From an optimization exercise on the open Yosys and OpenROAD flow, aimed at small area, a short achievable clock period and few clock cycles per item; shortcuts taken in it are not production practice. RTL that was checked went through simulation tests only; none was proved equivalent to the original.

## run 1
==> flow/design.v <==
module gcd_coprocessor #( parameter W = 32, parameter P = 2 ) (
  input clk,
  input reset,
  input operands_val,
  input [W-1:0] operands_bits_A,
  input [W-1:0] operands_bits_B,
  output operands_rdy,
  output result_val,
  output [W-1:0] result_bits,
  input result_rdy
);
localparam KW = $clog2(W);
localparam S = 4;            
reg [W:0] a, b;              
reg [KW-1:0] k;
reg full;
reg bz;                      
wire az = (a == {(W+1){1'b0}});
wire kz = (k == {KW{1'b0}});
wire fin = az | bz;
wire done = full & fin & kz;
wire take = done & result_rdy;
wire load = operands_val & (~full | take);
wire step = full & ~fin;
wire restore = full & az & ~kz;
assign result_val = done;
assign result_bits = a[W-1:0] | b[W-1:0];
assign operands_rdy = ~full | take;
wire a_odd = a[0];
wire b_odd = b[0];
wire both_odd = a_odd & b_odd;
wire both_even = ~a_odd & ~b_odd;
wire [W:0] y = {(W+1){a_odd}} & ~b;
wire [W:0] r = a + y + {{W{1'b0}}, a_odd};
wire [S:0] r_lo = a[S:0] + y[S:0] + {{S{1'b0}}, a_odd};
wire swap = r[W] ^ a[W];
reg [S-1:0] sh;              
integer j;
reg found;
always @* begin
  sh = {S{1'b0}};
  found = 1'b0;
  if (both_even) begin
    sh[0] = 1'b1;
  end else begin
    for (j = 1; j < S; j = j + 1)
      if (!found && r_lo[j]) begin
        sh[j-1] = 1'b1;
        found = 1'b1;
      end
    if (!found) sh[S-1] = 1'b1;
  end
end
wire [W:0] a_ld = {1'b0, operands_bits_A};
wire [W:0] a_nx_j [0:S];
assign a_nx_j[0] = {(W+1){load}} & a_ld;
genvar gj;
generate
  for (gj = 1; gj <= S; gj = gj + 1) begin : ash
    wire [W:0] r_s = {{gj{r[W]}}, r[W:gj]};
    assign a_nx_j[gj] = a_nx_j[gj-1] | ({(W+1){~load & sh[gj-1]}} & r_s);
  end
endgenerate
wire [W:0] a_nx = a_nx_j[S];
wire a_en = load | (step & ~(a_odd & ~b_odd));
wire [W:0] a_negd = {~a[W:1], 1'b1};
wire [W:0] b_nx = load ? {1'b0, operands_bits_B}
                : step ? (b_odd ? a_negd : {b[W], b[W:1]})
                : {b[W-1:0], 1'b0};
wire b_en = load | (step & (~b_odd | (both_odd & swap))) | restore;
always @(posedge clk) begin
  if (reset) begin
    full <= 1'b0;
  end else if (load) begin
    full <= 1'b1;
  end else if (take) begin
    full <= 1'b0;
  end
end
always @(posedge clk) begin
  if (a_en) a <= a_nx;
  if (b_en) b <= b_nx;
  if (load) begin
    k <= {KW{1'b0}};
    bz <= (operands_bits_B == {W{1'b0}});
  end else if (step) begin
    if (both_even)
      k <= k + 1'b1;
  end else if (restore) begin
    k <= k - 1'b1;
  end
end
endmodule
==> flow/config.mk <==
export PLATFORM = sky130hd
export DESIGN_NAME = gcd_coprocessor
export DESIGN_NICKNAME = gcd_coprocessor
export VERILOG_FILES = /design/flow/design.v
export SDC_FILE = /design/flow/constraint.sdc
export NUM_CORES = 4
export LEC_CHECK = 0
export CAP_MARGIN = 20
export CORE_MARGIN = 2
export CORE_UTILIZATION = 65
export CTS_BUF_LIST = sky130_fd_sc_hd__clkbuf_8
export SLEW_MARGIN = 20
==> flow/constraint.sdc <==
create_clock -name core_clock -period 4.0 [get_ports {clk}]
set_input_delay 0.8000 -clock core_clock [delete_from_list [all_inputs] [get_ports {clk}]]
set_output_delay 0.8000 -clock core_clock [all_outputs]
set_load 0.01 [all_outputs]
standard.sh (not shown) runs the stock make flow with config.mk's settings and CLKGATE_MAP_FILE= SYNTH_SCRIPT=/design/flow/synth_recipe.tcl, a recipe that flattens the netlist after the stock synthesis.
==> flow/flow/run.sh <==
#!/bin/bash
# The standard layout (the standard.sh, all ORFS steps), with the port
# buffers that ORFS's buffer_ports adds made of sky130_fd_sc_hd__buf_1.
# Every port still gets its own buffer; the resizer may upsize them.
# make's full output goes to standard.log; ORFS's per-step logs are under
# orfs/logs/.
set -euo pipefail
export BUFFER_PORTS_ARGS="-buffer_cell sky130_fd_sc_hd__buf_1"
bash standard.sh > standard.log 2>&1
Testbench counts of run 1, summed over its fixed seeds: cycles 107,856, items 4,800.
Input-level comparison between run 2 and run 1:
==> flow/design.v <==
module gcd_coprocessor #( parameter W = 32, parameter P = 2 ) (
  input clk,
  input reset,
  input operands_val,
  input [W-1:0] operands_bits_A,
  input [W-1:0] operands_bits_B,
  output operands_rdy,
  output result_val,
  output [W-1:0] result_bits,
  input result_rdy
);
localparam KW = $clog2(W);
localparam S = 4;            
reg [W:0] a, b;              
reg [KW-1:0] k;
reg full;
reg bz;                      
wire az = (a == {(W+1){1'b0}});
wire kz = (k == {KW{1'b0}});
wire fin = az | bz;
wire done = full & fin & kz;
wire take = done & result_rdy;
wire load = operands_val & (~full | take);
wire step = full & ~fin;
wire restore = full & az & ~kz;
assign result_val = done;
assign result_bits = a[W-1:0] | b[W-1:0];
assign operands_rdy = ~full | take;
wire a_odd = a[0];
wire b_odd = b[0];
wire both_odd = a_odd & b_odd;
wire both_even = ~a_odd & ~b_odd;
wire [W:0] y = {(W+1){a_odd}} & ~b;
wire [W:0] r = a + y + {{W{1'b0}}, a_odd};
wire [S:0] r_lo = a[S:0] + y[S:0] + {{S{1'b0}}, a_odd};
wire swap = r[W] ^ a[W];
reg [S-1:0] sh;              
integer j;
reg found;
always @* begin
  sh = {S{1'b0}};
  found = 1'b0;
  if (both_even) begin
    sh[0] = 1'b1;
  end else begin
    for (j = 1; j < S; j = j + 1)
      if (!found && r_lo[j]) begin
        sh[j-1] = 1'b1;
        found = 1'b1;
      end
    if (!found) sh[S-1] = 1'b1;
  end
end
wire [W:0] a_ld = {1'b0, operands_bits_A};
wire a_en = load | (step & ~(a_odd & ~b_odd));
wire [W:0] a_nx_j [0:S];
assign a_nx_j[0] = ({(W+1){load}} & a_ld) | ({(W+1){~a_en}} & a);
genvar gj;
generate
  for (gj = 1; gj <= S; gj = gj + 1) begin : ash
    wire [W:0] r_s = {{gj{r[W]}}, r[W:gj]};
    assign a_nx_j[gj] = a_nx_j[gj-1] | ({(W+1){a_en & ~load & sh[gj-1]}} & r_s);
  end
endgenerate
wire [W:0] a_nx = a_nx_j[S];
wire [W:0] a_negd = {~a[W:1], 1'b1};
wire b_ld = load;
wire b_ng = ~load & step & both_odd & swap;
wire b_sr = ~load & step & ~b_odd;
wire b_sl = ~load & restore;
wire b_hd = ~(b_ld | b_ng | b_sr | b_sl);
wire [W:0] b_nx = ({(W+1){b_ld}} & {1'b0, operands_bits_B})
                | ({(W+1){b_ng}} & a_negd)
                | ({(W+1){b_sr}} & {b[W], b[W:1]})
                | ({(W+1){b_sl}} & {b[W-1:0], 1'b0})
                | ({(W+1){b_hd}} & b);
always @(posedge clk) begin
  if (reset) begin
    full <= 1'b0;
  end else if (load) begin
    full <= 1'b1;
  end else if (take) begin
    full <= 1'b0;
  end
end
always @(posedge clk) begin
  a <= a_nx;
  b <= b_nx;
  if (load) begin
    k <= {KW{1'b0}};
    bz <= (operands_bits_B == {W{1'b0}});
  end else if (step) begin
    if (both_even)
      k <= k + 1'b1;
  end else if (restore) begin
    k <= k - 1'b1;
  end
end
endmodule
Findings:
The clock buffer count of run 2 is higher than that of run 1.
The buffers plus inverters on the worst setup path reported for run 2 is greater than that of run 1 by 1.
Run 1 → run 2: die area now smaller, count of standard-cell rows dropped 3, non-clock buffer contribution to total cell area went up.
Compare run 2 and run 1 | area occupied by registers lower: run 2
Re critical path data arrival time: run 2 and run 1 aren't equal, and the higher value belongs to run 2.
Between run 1 and run 2, the flow reports mean routed wirelength per cell increasing by a few percent.
Run 2: no failed stages, no open violations at the end
Where global-route wire length before repair is concerned, run 1 is outperformed by run 2.
Run 2 ends up with a worst-case hold slack that is 0.020 ns higher than in run 1.
Synthesized area per cell was higher in run 1 than in run 2.
Looking at total number of vias, run 2 sits 3.6% lower than run 1 does.
Testbench counts of run 2, summed over its fixed seeds: cycles 107,856, items 4,800.

Setup of the previous run:
Another version of the RTL of gcd_coprocessor (not shown whole).
Size in the first run: ~1200 cells after synthesis, about 71 flip-flops, about 100 I/O pins, ~9100 sq um of cells after synthesis.
==> flow/design.v (excerpt) <==
module gcd_coprocessor #( parameter W = 32, parameter P = 2 ) (
  input clk,
  input reset,
  input operands_val,
  input [W-1:0] operands_bits_A,
  input [W-1:0] operands_bits_B,
  output operands_rdy,
  output result_val,
  output [W-1:0] result_bits,
  input result_rdy
);
==> module gcd_coprocessor, before the edit <==
module gcd_coprocessor #( parameter W = 32, parameter P = 2 ) (
  input clk,
  input reset,
  input operands_val,
  input [W-1:0] operands_bits_A,
  input [W-1:0] operands_bits_B,
  output operands_rdy,
  output result_val,
  output [W-1:0] result_bits,
  input result_rdy
);
localparam KW = $clog2(W);
localparam S = 3;            
reg [W:0] a;                 
reg [W-1:0] b;
reg [KW-1:0] k;
reg full;
wire za = (a == {(W+1){1'b0}});
wire zb = (b == {W{1'b0}});
wire kz = (k == {KW{1'b0}});
wire fin = za | zb;
wire done = full & fin & kz;
wire take = done & result_rdy;
wire load = operands_val & (~full | take);
assign result_val = done;
assign result_bits = a[W-1:0] | b;
assign operands_rdy = ~full | take;
wire a_neg = a[W];
wire a_odd = a[0];
wire b_odd = b[0];
wire step = full & ~fin;
wire [W:0] bx = {1'b0, b} ^ {(W+1){~a_neg}};
wire [W:0] r = a + bx + {{W{1'b0}}, ~a_neg};
wire [W-1:0] a_abs = a[W-1:0] ^ {{(W-1){a_neg}}, 1'b0};
wire swap = r[W] ^ a_neg;
function [S-1:0] shsel;      
  input [S:0] v;             
  integer j;
  reg found;
  begin
    shsel = {S{1'b0}};
    found = 1'b0;
    for (j = 1; j < S; j = j + 1) begin
      if (!found && v[j]) begin
        shsel[j-1] = 1'b1;
        found = 1'b1;
      end
    end
    if (!found) shsel[S-1] = 1'b1;
  end
endfunction
wire [S-1:0] sh_r = shsel(r[S:0]);
wire [S-1:0] sh_a = shsel(a[S:0]);
wire [S-1:0] sh_b = shsel(b[S:0]);
wire [S-1:0] sh_ab = shsel(a[S:0] | b[S:0]);
function [W:0] shr_a;
  input [W:0] v;
  input [S-1:0] sel;
  integer j;
  begin
    shr_a = {(W+1){1'b0}};
    for (j = 1; j <= S; j = j + 1)
      if (sel[j-1]) shr_a = $signed(v) >>> j;
  end
endfunction
function [W-1:0] shr_b;
  input [W-1:0] v;
  input [S-1:0] sel;
  integer j;
  begin
    shr_b = {W{1'b0}};
    for (j = 1; j <= S; j = j + 1)
      if (sel[j-1]) shr_b = v >> j;
  end
endfunction
wire both_odd = a_odd & b_odd;
wire both_even = ~a_odd & ~b_odd;
wire [W:0] a_r = shr_a(r, sh_r);
wire [W:0] a_e = shr_a(a, both_even ? sh_ab : sh_a);
wire [W-1:0] b_e = shr_b(b, a_odd ? sh_b : sh_ab);
wire [2:0] k_inc = both_even ? (sh_ab[0] ? 3'd1 : sh_ab[1] ? 3'd2 : 3'd3) : 3'd0;
always @(posedge clk) begin
  if (reset) begin
    full <= 1'b0;
  end else if (load) begin
    full <= 1'b1;
  end else if (take) begin
    full <= 1'b0;
  end
end
always @(posedge clk) begin
  if (load) begin
    a <= {1'b0, operands_bits_A};
    b <= operands_bits_B;
    k <= {KW{1'b0}};
  end else if (step) begin
    if (both_odd)
      a <= a_r;
    else if (~a_odd)
      a <= a_e;
    if (~b_odd)
      b <= b_e;
    else if (both_odd & swap)
      b <= a_abs;
    k <= k + k_inc;
  end else if (full & za & ~kz) begin
    b <= {b[W-2:0], 1'b0};
    k <= k - 1'b1;
  end
end
endmodule
clock: 4.0 ns
lec_check: 0
cap_margin: 20
core_margin: 2
core_utilization: 30
slew_margin: 20
run.sh (not shown) runs the stock make flow with config.mk's settings and CLKGATE_MAP_FILE= SYNTH_SCRIPT=/design/flow/synth_recipe.tcl, a recipe that flattens the netlist after the stock synthesis.
Stock flow here: none of the scripts above is used.
Edits applied to the flow inputs when going from the previous run to the current run:
==> flow/design.v <==
module gcd_coprocessor #( parameter W = 32, parameter P = 2 ) (
  input clk,
  input reset,
  input operands_val,
  input [W-1:0] operands_bits_A,
  input [W-1:0] operands_bits_B,
  output operands_rdy,
  output result_val,
  output [W-1:0] result_bits,
  input result_rdy
);
localparam KW = $clog2(W);
localparam S = 3;            
reg [W:0] a;                 
reg [W-1:0] b;
reg [KW-1:0] k;
reg full;
reg az, bz;                  
wire kz = (k == {KW{1'b0}});
wire fin = az | bz;
wire done = full & fin & kz;
wire take = done & result_rdy;
wire load = operands_val & (~full | take);
assign result_val = done;
assign result_bits = a[W-1:0] | b;
assign operands_rdy = ~full | take;
wire a_neg = a[W];
wire a_odd = a[0];
wire b_odd = b[0];
wire step = full & ~fin;
wire [W:0] bx = {1'b0, b} ^ {(W+1){~a_neg}};
wire [W:0] r = a + bx + {{W{1'b0}}, ~a_neg};
wire [W-1:0] a_abs = a[W-1:0] ^ {{(W-1){a_neg}}, 1'b0};
wire swap = r[W] ^ a_neg;
wire r_zero = (a_abs == b);
function [S-1:0] shsel;      
  input [S:0] v;             
  integer j;
  reg found;
  begin
    shsel = {S{1'b0}};
    found = 1'b0;
    for (j = 1; j < S; j = j + 1) begin
      if (!found && v[j]) begin
        shsel[j-1] = 1'b1;
        found = 1'b1;
      end
    end
    if (!found) shsel[S-1] = 1'b1;
  end
endfunction
wire both_odd = a_odd & b_odd;
wire both_even = ~a_odd & ~b_odd;
wire [S-1:0] sh_ab = shsel(a[S:0] | b[S:0]);
wire [S-1:0] sh_r = shsel(r[S:0]);
wire [S-1:0] sh_a = both_even ? sh_ab : shsel(a[S:0]);
wire [S-1:0] sh_b = a_odd ? shsel(b[S:0]) : sh_ab;
function [W:0] shr_a;
  input [W:0] v;
  input [S-1:0] sel;
  integer j;
  begin
    shr_a = {(W+1){1'b0}};
    for (j = 1; j <= S; j = j + 1)
      if (sel[j-1]) shr_a = (v >> j) | ({(W+1){v[W]}} << (W + 1 - j));
  end
endfunction
function [W-1:0] shr_b;
  input [W-1:0] v;
  input [S-1:0] sel;
  integer j;
  begin
    shr_b = {W{1'b0}};
    for (j = 1; j <= S; j = j + 1)
      if (sel[j-1]) shr_b = v >> j;
  end
endfunction
wire [W:0] a_src = both_odd ? r : a;
wire [S-1:0] sh_asrc = both_odd ? sh_r : sh_a;
wire [W:0] a_sh = shr_a(a_src, sh_asrc);
wire [W-1:0] b_sh = shr_b(b, sh_b);
wire restore = full & az & ~kz;
wire a_en = load | (step & ~(a_odd & ~b_odd));
wire [W:0] a_nx = load ? {1'b0, operands_bits_A} : a_sh;
wire b_en = load | (step & (~b_odd | (both_odd & swap))) | restore;
wire [W-1:0] b_nx = load ? operands_bits_B
                  : step ? (b_odd ? a_abs : b_sh)
                  : {b[W-2:0], 1'b0};
reg [KW-1:0] k_inc;
integer ki;
always @* begin
  k_inc = {KW{1'b0}};
  if (both_even)
    for (ki = 1; ki <= S; ki = ki + 1)
      if (sh_ab[ki-1]) k_inc = ki;
end
always @(posedge clk) begin
  if (reset) begin
    full <= 1'b0;
  end else if (load) begin
    full <= 1'b1;
  end else if (take) begin
    full <= 1'b0;
  end
end
always @(posedge clk) begin
  if (a_en) a <= a_nx;
  if (b_en) b <= b_nx;
  if (load) begin
    k <= {KW{1'b0}};
    az <= (operands_bits_A == {W{1'b0}});
    bz <= (operands_bits_B == {W{1'b0}});
  end else if (step) begin
    if (both_odd)
      az <= r_zero;
    k <= k + k_inc;
  end else if (restore) begin
    k <= k - 1'b1;
  end
end
endmodule
Results
In summary, the current run completed successfully, with a layout that passed the timing, DRC and antenna checks. Of the two candidates, the previous run has the worse half-perimeter wire length after detailed placement and the current run the better one. In the tables for the previous run and the current run, violation count after the first detailed-route iteration reads higher with the previous run. Termination of the worst setup path: operands_rdy -> the previous run, a[10] -> the current run. Sort the previous run and the current run by post-synthesis mux area share, ascending, and the current run comes first. Relative to the previous run, non-clock buffer count decreased by 18 in the current run. The more densely filled core belongs to the previous run, not the current run. a[32] as the launch point of the critical path was reported by the current run, and a[22] by the previous run. Summary of the current run over the previous run: design area fell by about 4.4%, multi-input gate share of total cell area decreased by 1.5 points relative to the old numbers, register share of the cell area went up by 1.5 points, via density per instance moved down, global-route wire length before repair went down. The current run ends up with a setup slack that is 160 ps higher than in the previous run.
Testbench counts of the current run, summed over its fixed seeds: cycles 111,616, items 4,800.
No functional check of the RTL was part of the previous run.

## static timing again, ports no longer ideal
The results above use ideal ports. As a check the final layouts listed here were re-extracted and re-timed, cells and wires unchanged. Step 1 assumes that a clkbuf_16 drives the clock port and a buf_2 every other input. Step 2, shift: input delay + t, output delay - t, t = (earliest + latest rising clock arrival at the registers) / 2. This alone moves slack from input paths to output paths. Three values: ideal, step 1, step 2; two values: the first two.
| run | t (ns) | setup slack, ns | clock arrival spread, ns | worst data-port slew with drivers (ns) | cell pins on the clock port's net |
|---|---|---|---|---|---|
| run 1 | 0.413 | 0.334 / 0.334 / 0.334 | 0.019 / 0.019 | 0.04 | 1 |
| run 2 | 0.396 | 0.264 / 0.264 / 0.264 | 0.014 / 0.014 | 0.04 | 1 |
| the previous run | 0.391 | 0.141 / 0.096 / 0.330 | 0.010 / 0.010 | 0.04 | 1 |
| the current run | 0.399 | 0.300 / 0.300 / 0.300 | 0.013 / 0.014 | 0.05 | 1 |
After both steps every run listed still meets setup and hold.
